From an optimization exercise on the open Yosys and OpenROAD flow, aimed at small area; shortcuts taken in it are not production practice.
In this exercise RTL edits were held to simulation tests only and were not proved equivalent to the original.
Power and IR drop assume default switching activity.

==> inputs of 09-25 <==
// inport
module inport(outdatas,
              out_new_vec,
              outsent_req_vec,
              allow_vcs_vec,
              update_vec,
              invc_req_nos,
              ready,
              indata,
              in_new,
              insent_req,
              invc_no,
              active_vecs,
              ready_vec_from_outports,
              ok_vec_from_outports,
              invc_nos_from_outports,
              busies,
              my_addr,
              node_links_directions,
              have_fork_port,
              have_express_port,
              rs,
              clk);
parameter each_cluster_dimension=2;
parameter cluster_topology=0;  
parameter cluster_first_dimension_up_bound=7;
parameter cluster_second_dimension_up_bound=6;
parameter cluster_third_dimension_up_bound=0;
parameter no_clusters=1;
parameter cluster_first_dimension_no_addr_bits=3;
parameter cluster_second_dimension_no_addr_bits=3;
parameter cluster_third_dimension_no_addr_bits=1;
parameter no_cluster_no_addr_bits=1;
parameter no_outport=5;
parameter floorplusone_log2_no_outport=3;
parameter no_vc=4;
parameter floorplusone_log2_no_vc=3;
parameter flit_size=1;                
parameter floorplusone_log2_flit_size=1;
parameter phit_size=32;               
  ...
clock: 12.0 ns
lec_check: 0
cap_margin: 20
core_margin: 2
core_utilization: 40
slew_margin: 20
run.sh (not shown) runs the stock make flow with config.mk's settings and CLKGATE_MAP_FILE= SYNTH_SCRIPT=/design/flow/synth_recipe.tcl, a recipe that flattens the netlist after the stock synthesis.
==> inputs of 11-07, as changes to 09-25 <==
--- a/flow/design.v
+++ b/flow/design.v
@@ -268,24 +268,26 @@
                                     allow_vcs_from_rc,
                                     state,
                                     insent_req,
                                     in_new,
                                     data_en,
                                     rc_en,
                                     rc_hold,
                                     reset,
+                                    ldata,
                                     clk);
 parameter no_outport=6;
 parameter no_vc=13;
 parameter flit_size=3;              
 parameter floorplusone_log2_flit_size=2;
 parameter phit_size=8;              
 parameter switching_method=1;          
-output reg [(flit_size*phit_size)-1:0] outdata;
+output [(flit_size*phit_size)-1:0] outdata;
+input [(flit_size*phit_size)-1:0] ldata;
 output [(no_outport-1):0] outport_vec;
 output [(no_vc-1):0] allow_vcs;
 output [(flit_size*phit_size)-1:0] header;
 output rc_req,rc_done;
 output reg new_f,head,tail;
 output handshake,in_new_to_buf,valid;
 input [(phit_size-1):0] indata;
 input [(no_outport-1):0] outport_vec_from_rc;
@@ -305,16 +307,17 @@
  assign rc_req= rc_en & rc_req_reg;
  assign phit_rec_en= ~full & data_en;
  assign header= {(flit_size*phit_size){rc_en}} & header_reg;
  assign handshake= ~state[1] & ~(rc_hold & rc_req_reg) & insent_req & data_en;
  assign rc_done= rc_en_reg & rc_valid; 
  assign allow_vcs={no_vc{rc_req & rc_valid}}&allow_vcs_from_rc | allow_vcs_reg;
  assign outport_vec= {no_outport{rc_req & rc_valid}}&outport_vec_from_rc | outport_vec_reg;
  assign in_new_to_buf= in_new;
+ assign outdata= ldata;
  always@(posedge clk)
   begin
    if(reset)
     begin
      allow_vcs_reg<= 0;
      outport_vec_reg<= 0;
      rc_en_reg<=0;
     end
@@ -330,27 +333,25 @@
   end
   reg [(flit_size*phit_size)-1:0] outdata_n,header_reg_n;
  reg new_f_n,head_n,tail_n,head_zeroforce_n,rc_req_reg_n;
  always@*
   begin
    head_zeroforce_n=head_zeroforce;
    header_reg_n=header_reg;
    rc_req_reg_n=rc_req_reg;
-   outdata_n=outdata;
    head_n=head;
    tail_n=tail;
    new_f_n=new_f;
    case(state)
      2'b00:
       begin
        if(valid)
         begin
          new_f_n= ~tail_n;
-         outdata_n= phit_rec_outdata;
          header_reg_n= ({(flit_size*phit_size){~head_zeroforce_n}} & phit_rec_outdata) |
                                                               ({(flit_size*phit_size){head_zeroforce_n}} & header_reg_n);
          head_n= ~head_zeroforce_n;
          head_zeroforce_n=1;
          rc_req_reg_n= ~rc_done & ~(rc_req_reg_n & rc_valid) & (switching_method!=1);
         end
        else  
         begin
@@ -359,17 +360,16 @@
       end
      2'b01:
       begin
        if(valid)
         begin
          rc_req_reg_n= ~rc_done & ~(rc_req_reg_n & rc_valid) & ((tail_n && switching_method==1)|
                                                             (head_zeroforce_n && switching_method!=1));
          new_f_n= ~tail_n;
-         outdata_n= phit_rec_outdata;
          tail_n= ~insent_req|tail_n;
          header_reg_n= ({(flit_size*phit_size){~head_zeroforce_n}} & phit_rec_outdata) |
                                                               ({(flit_size*phit_size){head_zeroforce_n}} & header_reg_n);
          rc_req_reg_n= ~rc_done & ~(rc_req_reg_n & rc_valid) & ((tail_n && switching_method==1)||
                                                             (head_zeroforce_n && switching_method!=1));                                                              
          head_n= ~head_zeroforce_n;
          head_zeroforce_n=1;
         end
@@ -380,17 +380,16 @@
          new_f_n=0;
         end
       end
      2'b10:
       begin
        if(valid)
         begin
          new_f_n= ~tail_n;
-         outdata_n= phit_rec_outdata;
          tail_n= (~full & ~insent_req)|tail_n;
          tail_n= ~insent_req|tail_n;
          header_reg_n= ({(flit_size*phit_size){~head_zeroforce_n}} & phit_rec_outdata) |
                                                               ({(flit_size*phit_size){head_zeroforce_n}} & header_reg_n);
          head_n= ~head_zeroforce_n;
          head_zeroforce_n=1;
          rc_req_reg_n=0;
         end
@@ -400,17 +399,16 @@
          rc_req_reg_n=0;
         end 
       end
      2'b11:
       begin
        if(valid)
         begin
          new_f_n= ~tail_n;
-         outdata_n= phit_rec_outdata;
          tail_n= (~full & ~insent_req)|tail_n; 
          tail_n= ~insent_req|tail_n;
          head_n= ~head_zeroforce_n;
          head_zeroforce_n=1;
         end
        else  
         begin
          new_f_n=0;
@@ -421,26 +419,24 @@
  always@(posedge clk)
   begin
    if(reset)
     begin
      new_f<=0;
      head<=0;
      head_zeroforce<=0;
      tail<=0;
-     outdata<=0;
      header_reg<=0;
      rc_req_reg<=0;
     end
    else
     begin
      head_zeroforce<=head_zeroforce_n;
      header_reg<=header_reg_n;
      rc_req_reg<=rc_req_reg_n;
-     outdata<=outdata_n;
      head<=head_n;
      tail<=tail_n;
      new_f<=new_f_n;
     end
   end
 endmodule
 `timescale 1ns/10ps
 module inport_in_interface_buf(outdata,
@@ -479,17 +475,16 @@
 assign pre_full=((((buf_tail_pre+1==buf_head_pre)||(buf_head_pre==0 && buf_tail_pre==buf_size-1))&& ((in_new&valid)&new_f))
                                                     || ((buf_head_pre==buf_tail_pre)&&((in_new&valid)|new_f))) | in_tail;
 always@(posedge clk)
  begin
   if(reset)
    begin
     empty<=1;
     full<=0;
-    outdata<=0;
     buf_head<=0;
     buf_tail<=0;
     out_head<=0;
     out_tail<=0;
     pre_buf_tail_reg<=0;
     for(i=0;i<buf_size;i=i+1)ftype[i]<=0;
    end
   else if(~reset)
@@ -571,17 +566,17 @@
 always@(posedge clk)
  begin
   if(rs_to_end) out_tmp<=flit_size;
   else if(rs_to_first) out_tmp<=0;
   else if(inc) out_tmp<=out_tmp+1;
  end
 endmodule
 `timescale 1ns/10ps
-module inport_in_interface_rightside(outdata,
+module inport_in_interface_rightside(
                                      sent_req_vec,
                                      new_vec,
                                      want,
                                      all_done,
                                      indata,
                                      ready_vec,
                                      calls,
                                      outport_vec,
@@ -591,17 +586,16 @@
                                      empty,
                                      reset,
                                      clk);
 parameter no_outport=6;
 parameter floorplusone_log2_no_outport=3;
 parameter flit_size=1;                 
 parameter floorplusone_log2_flit_size=1;
 parameter phit_size=16;                
-output [(no_outport*phit_size)-1:0] outdata;
 output [(no_outport-1):0] sent_req_vec;
 output [(no_outport-1):0] new_vec;
 output want;
 output reg all_done;
 input [(flit_size*phit_size)-1:0] indata;
 input [(no_outport-1):0] ready_vec,calls,outport_vec;
 input [1:0] state;
 input head,tail,empty,reset,clk;
@@ -646,28 +640,20 @@
 generate for(i=0;i<no_outport;i=i+1) begin:finish_loop
   assign finish[i]=(remains[i][0]&tmp_finish[i])&(outport_vec[i]&my_ready_vec_reg[i]);
  end
 endgenerate
 generate for(i=0;i<no_outport;i=i+1) begin:complete_loop
   assign complete[i]=finish[i]|finished[i];
  end
 endgenerate
-generate for(i=0;i<no_outport;i=i+1) begin:outdata_loop
-  assign outdata[((i+1)*phit_size)-1:(i*phit_size)]=outdatas[i];
- end
-endgenerate
 generate for(i=0;i<flit_size;i=i+1) begin:indatas_loop
   assign indatas[i]=indata[((i+1)*phit_size)-1:(i*phit_size)];
  end
 endgenerate
-generate for(i=0;i<no_outport;i=i+1) begin:outdatas_loop
-  assign  outdatas[i]={phit_size{my_ready_vec_reg[i]}} & {phit_size{valid}} & {phit_size{~finished[i]}} & indatas[counters[i]];
- end
-endgenerate
 assign all_complete= &complete;
 assign my_ready_vec= ready_vec&calls;
 assign want= all_complete&~empty&|my_ready_vec;
 assign sent_req_vec= {no_outport{(sent_req_time)}} & outport_vec & ~({no_outport{tail}}&(finish|finished)) & ~{no_outport{all_done}};
 assign valid= (tmp_valid|want) & ~&finished;
 assign new_vec= my_ready_vec_reg & {no_outport{valid}}&~finished;
 always@(posedge clk)
  begin
@@ -814,17 +800,17 @@
       out_vec<=0;
       out_allow_vcs<=0;
      end
    end
 end
 always @(posedge clk) en_reg<=en;
 endmodule
 `timescale 1ns/10ps
-module inport_in_interface(outdatas,
+module inport_in_interface(bufdata,
                            out_sent_req_vec,
                            out_new_vec,
                            invc_req,
                            allowed_vcs,
                            out_vec_update,
                            header,
                            pre_full,
                            full,
@@ -841,43 +827,46 @@
                            outport_vec_from_rc,
                            allowed_vcs_from_rc,
                            rc_valid,
                            data_en,
                            rc_en,
                            rc_hold,
                            vc_en,
                            rs,
+                           ldata,
                            clk);
 parameter no_outport=6;
 parameter floorplusone_log2_no_outport=3;
 parameter no_vc=13;
 parameter floorplusone_log2_no_vc=4;
 parameter flit_size=1;                
 parameter floorplusone_log2_flit_size=1;
 parameter phit_size=16;               
 parameter buf_size=4;                 
 parameter floorplusone_log2_buf_size=4;
 parameter switching_method=1;         
 parameter addr_length=10;             
 parameter vc_no=3;      
-output [(no_outport*phit_size)-1:0] outdatas;
+output [(flit_size*phit_size)-1:0] bufdata;
+input [(flit_size*phit_size)-1:0] ldata;
 output [(no_outport-1):0]out_sent_req_vec,out_new_vec;
 output [(floorplusone_log2_no_vc-1):0] invc_req;
 output [(no_vc-1):0] allowed_vcs;
 output [(no_outport-1):0] out_vec_update;
 output [(flit_size*phit_size)-1:0] header;
 output pre_full,full;
 output rc_req,handshake_done,rc_done,vc_done;
 input [(phit_size)-1:0]indata;
 input in_new,insent_req;
 input [(no_outport-1):0] calls,ready_vec,ok_vec,outport_vec_from_rc;
 input [(no_vc-1):0] allowed_vcs_from_rc;
 input rc_valid,data_en,rc_en,rc_hold,vc_en,rs,clk;
 wire [(flit_size*phit_size)-1:0] data_from_left_to_buf,data_from_buf_to_right;
+assign bufdata= data_from_buf_to_right;
 wire [(no_outport-1):0] outport_vec_from_left;
 wire [(no_vc-1):0] allowed_vcs_from_left;
 wire [1:0] state;
 wire reset,all_done,empty,head_from_left_to_buf,valid,
      head_from_buf_to_right,tail_from_left_to_buf,tail_from_buf_to_right,want,new_from_left,in_new_from_left_to_buf;
 state inport_in_interface_state(state,
                                 reset,
                                 handshake_done,
@@ -912,16 +901,17 @@
                                                           allowed_vcs_from_rc,
                                                           state,
                                                           insent_req,
                                                           in_new,
                                                           data_en,
                                                           rc_en,
                                                           rc_hold,
                                                           reset,
+                                                          ldata,
                                                           clk);
 defparam inport_in_interface_buf.flit_size=flit_size;       
 defparam inport_in_interface_buf.phit_size=phit_size;              
 defparam inport_in_interface_buf.buf_size=buf_size;                 
 defparam inport_in_interface_buf.floorplusone_log2_buf_size=floorplusone_log2_buf_size;  
 inport_in_interface_buf inport_in_interface_buf(data_from_buf_to_right,
                                                 pre_full,
                                                 full,
@@ -937,17 +927,17 @@
                                                 valid,
                                                 reset,
                                                 clk);
 defparam inport_in_interface_rightside.no_outport=no_outport;
 defparam inport_in_interface_rightside.floorplusone_log2_no_outport=floorplusone_log2_no_outport;
 defparam inport_in_interface_rightside.flit_size=flit_size;
 defparam inport_in_interface_rightside.floorplusone_log2_flit_size=floorplusone_log2_flit_size;
 defparam inport_in_interface_rightside.phit_size=phit_size;
-inport_in_interface_rightside inport_in_interface_rightside(outdatas,
+inport_in_interface_rightside inport_in_interface_rightside(
                                                             out_sent_req_vec,
                                                             out_new_vec,
                                                             want,
                                                             all_done,
                                                             data_from_buf_to_right,
                                                             ready_vec,
                                                             calls,
                                                             outport_vec_from_left,
@@ -1033,17 +1023,29 @@
 decoder inport_out_interface_decoder(tmp_call_invc,
                                      invc_no_from_outport);
 assign call_invc={no_vc{en}}&tmp_call_invc;
 assign ok_vec={no_outport{ok}}&iden_vec;
 assign ready_vec=en?{no_outport{ready}}&iden_vec:0;
 assign out_update= in_update;
 assign out_allowed_vcs= in_allowed_vcs;
 assign invc_req_no_to_out= invc_req_no_from_in;
-assign outdata= {phit_size{en_reg}} & out_datas[invc_no_from_outport_reg];
+wire [(no_vc-1):0] sel_vc;
+reg [(phit_size-1):0] outdata_or;
+integer v;
+generate for(i=0;i<no_vc;i=i+1) begin: sel_vc_loop
+  assign sel_vc[i]= en_reg & news[i] & (invc_no_from_outport_reg[1:0]==i);
+end
+endgenerate
+always@*
+ begin
+  outdata_or=0;
+  for(v=0;v<no_vc;v=v+1) outdata_or=outdata_or | ({phit_size{sel_vc[v]}} & out_datas[v]);
+ end
+assign outdata= outdata_or;
 assign new_f= en_reg & news[invc_no_from_outport_reg];
 assign sent_req= en_reg & sent_reqs[invc_no_from_outport_reg];
 always@(posedge clk)
  begin
   en_reg<=en;
   invc_no_from_outport_reg<=invc_no_from_outport;
  end
 endmodule
@@ -1138,26 +1140,26 @@
 wire [(no_vc-1):0] tmp_allowed_vcs [(no_vc-1):0];
 wire [(no_vc-1):0] all_allowed_vc;
 wire [(floorplusone_log2_no_vc-1):0] invc_reqs [(no_vc-1):0];
 wire [(no_vc-1):0] tmp_invc_reqs [(floorplusone_log2_no_vc-1):0];
 wire [(floorplusone_log2_no_vc-1):0] all_invc_req;
 wire [(no_outport-1):0] outvec_updates [(no_vc-1):0];
 wire [(no_vc-1):0] tmp_outvec_updates [(no_outport-1):0];
 wire [(no_outport-1):0] all_outvec_update;
-wire [(no_outport*phit_size)-1:0] middle_outdatas_from_in [(no_vc-1):0];
+wire [phit_size-1:0] bufdatas [(no_vc-1):0];
+reg [phit_size-1:0] indata_reg;
+reg [1:0] invc_d1,invc_d2;
 wire [(no_vc*phit_size)-1:0] middle_outdatas_to_out_interface [(no_outport-1):0];
 wire [(no_vc-1):0] pre_full_vec,full_vec;
-reg [(floorplusone_log2_no_vc-1):0] invc_no_reg;
-reg [(no_vc-1):0] data_en_from_decoder_reg,data_en_from_decoder_reg_inst;
 genvar i,j;
 generate for(i=0;i<no_outport;i=i+1) begin: middle_outdatas_to_out_interface_outloop
   for(j=0;j<no_vc;j=j+1) begin: middle_outdatas_to_out_interface_inloop
   assign middle_outdatas_to_out_interface[i][((j+1)*phit_size)-1:(j*phit_size)]=
-                                                        middle_outdatas_from_in[j][((i+1)*phit_size)-1:(i*phit_size)];
+                                                        bufdatas[j];
        end
     end
 endgenerate
 generate for(i=0;i<no_vc;i=i+1) begin: tmp_allowed_vcs_outloop
             for(j=0;j<no_vc;j=j+1) begin: tmp_allowed_vcs_inloop
                assign tmp_allowed_vcs[i][j]= allowed_vcs[j][i];
             end
          end
@@ -1237,19 +1239,16 @@
 endgenerate
 generate for(i=0;i<no_outport;i=i+1) begin: all_ready_vec_to_in_interface_loop
             assign all_ready_vec_to_in_interface[i]=|tmp_ready_vec_from_out_interfaces[i];
          end  
 endgenerate
 defparam rcvc_arbiter.no_vc=no_vc;
 rcvc_arbiter rcvc_arbiter(rc_ens_from_arbiter,rc_holds_from_arbiter,vc_ens_from_arbiter,handshakes_to_arbiter,rc_dones_to_arbiter,
                                                                                  vc_dones_to_arbiter,rs,clk);
-defparam decoder.no_vc=no_vc;
-defparam decoder.floorplusone_log2_no_vc=floorplusone_log2_no_vc;
-decoder decoder(data_en_from_decoder,invc_no);
 defparam routing_computation.each_cluster_dimension=each_cluster_dimension;
 defparam routing_computation.cluster_topology=cluster_topology;
 defparam routing_computation.cluster_first_dimension_up_bound=cluster_first_dimension_up_bound;
 defparam routing_computation.cluster_second_dimension_up_bound=cluster_second_dimension_up_bound;
 defparam routing_computation.cluster_third_dimension_up_bound=cluster_third_dimension_up_bound;
 defparam routing_computation.no_clusters=no_clusters;
 defparam routing_computation.cluster_first_dimension_no_addr_bits=cluster_first_dimension_no_addr_bits;
 defparam routing_computation.cluster_second_dimension_no_addr_bits=cluster_second_dimension_no_addr_bits;
@@ -1283,17 +1282,17 @@
                        flit_size,
                        floorplusone_log2_flit_size,
                        phit_size,
                        buf_size,
                        floorplusone_log2_buf_size,
                        switching_method,
                        addr_length,
                        i)
- inport_in_interface  (middle_outdatas_from_in[i],
+ inport_in_interface  (bufdatas[i],
                        sent_reqs_from_in_interfaces[i],
                        news_from_in_interfaces[i],
                        invc_reqs[i],
                        allowed_vcs[i],
                        outvec_updates[i],
                        header_from_in_vec[i],
                        pre_full_vec[i],
                        full_vec[i],
@@ -1305,21 +1304,22 @@
                        in_new,
                        insent_req,
                        calls_to_in_interface[i],
                        all_ready_vec_to_in_interface,
                        all_ok_vec_to_in_interface,
                        outport_vec_from_rc,
                        allowed_vcs_from_rc,
                        rc_valid_from_rc,
-                       data_en_from_decoder_reg_inst[i],
+                       invc_d2==i,
                        rc_ens_from_arbiter[i],
                        rc_holds_from_arbiter[i],
                        vc_ens_from_arbiter[i],
                        rs,
+                       indata_reg,
                        clk);
       end
 endgenerate
 generate for(i=0;i<no_outport;i=i+1) begin: inport_out_interface_loop
  inport_out_interface #(no_outport,
                         no_vc,
                         floorplusone_log2_no_vc,
                         phit_size,
@@ -1341,16 +1341,16 @@
                         sent_reqs_to_out_interfaces[i],
                         all_outvec_update[i],
                         invc_req_no_from_in[i],
                         active_vecs[i],
                         clk);
        end     
 endgenerate 
 assign all_rc_req=|rc_req_vec;
-assign ready= ~(pre_full_vec[invc_no_reg] | full_vec[invc_no_reg]);
+assign ready= ~(pre_full_vec[invc_d1] | full_vec[invc_d1]);
 always@(posedge clk)
  begin
-  invc_no_reg<=invc_no;
-  data_en_from_decoder_reg_inst<=data_en_from_decoder_reg;
-  data_en_from_decoder_reg<=data_en_from_decoder;
+  invc_d1<=invc_no[1:0];
+  invc_d2<=invc_d1;
+  indata_reg<=indata;
  end
 endmodule
==> flow/flow/run.sh (new file) <==
#!/bin/bash
# Standard layout, with the port buffers made from the smallest buffer cell.
set -euo pipefail
bash standard.sh "BUFFER_PORTS_ARGS=-buffer_cell sky130_fd_sc_hd__buf_1" finish > standard_flow.log 2>&1
==> flow/standard.sh (new file) <==
#!/bin/bash
# synth_recipe.tcl (not shown) runs the flow's synth.tcl, then flattens the netlist and writes it again
# the make line also repeats each setting of config.mk as NAME=value (left out here)
make -C /OpenROAD-flow-scripts/flow DESIGN_CONFIG=/design/flow/config.mk WORK_HOME=/design/flow/orfs CLKGATE_MAP_FILE= SYNTH_SCRIPT=/design/flow/synth_recipe.tcl "${@:-finish}"
- ABC_AREA: unset -> 1
removed: flow/run.sh
==> qor.txt <==
combinational power -> 382 uW
worst skew pair latency -> 0.62 ns
Worst path slowest cell -> a311oi_1
status -> no timing/DRC/antenna violations
Tapcells -> 1060
Bufs and invs on worst path -> 2
hold path endpoint -> data_en_from_decoder_reg_inst[0]
Synth Area in Compound Gates -> 0.211
switching pwr -> 1.20 mW
#FFs+latches synth -> 636
Worst Path Max Fanout -> 16
-- figures above: 09-25

==> qor.txt <==
hold path endpoint -> invc_d2[1]
combinational power -> 321 uW
Post-Syn Area -> 28800 um2
Synth Area in Compound Gates -> 0.0951
Tapcells -> 950
Bufs and invs on worst path -> 4
worst skew pair latency -> 0.63 ns
status -> no timing/DRC/antenna violations
Worst Path Max Fanout -> 39
Worst path slowest cell -> nand4_4
#FFs+latches synth -> 534
-- figures above: 11-07

-- static timing again, ports no longer ideal --
How much do the figures lean on ideal ports? The routed layouts below were timed once more, with nothing changed but the port constraints. Step 1 sets driving cells, clkbuf_16 on the clock port and buf_2 on the other inputs (assumed; they add their load-dependent delay and slew). Step 2, shift: input delay + t, output delay - t, t = (earliest + latest rising clock arrival at the registers) / 2. This alone moves slack from input paths to output paths. Three values: ideal ports, drivers, drivers and shift; two values: the first two.
run | t, ns | setup slack, ns | worst setup path at the end
09-25 | 0.674 | 2.310 / 2.282 / 2.282 | input to output
11-07 | 0.676 | 3.199 / 3.175 / 3.175 | input to output
After both steps setup and hold are still met in every run listed. For 09-25, which loses most, drivers alone change the setup slack by -0.028 ns; drivers and shift together by -0.028 ns.
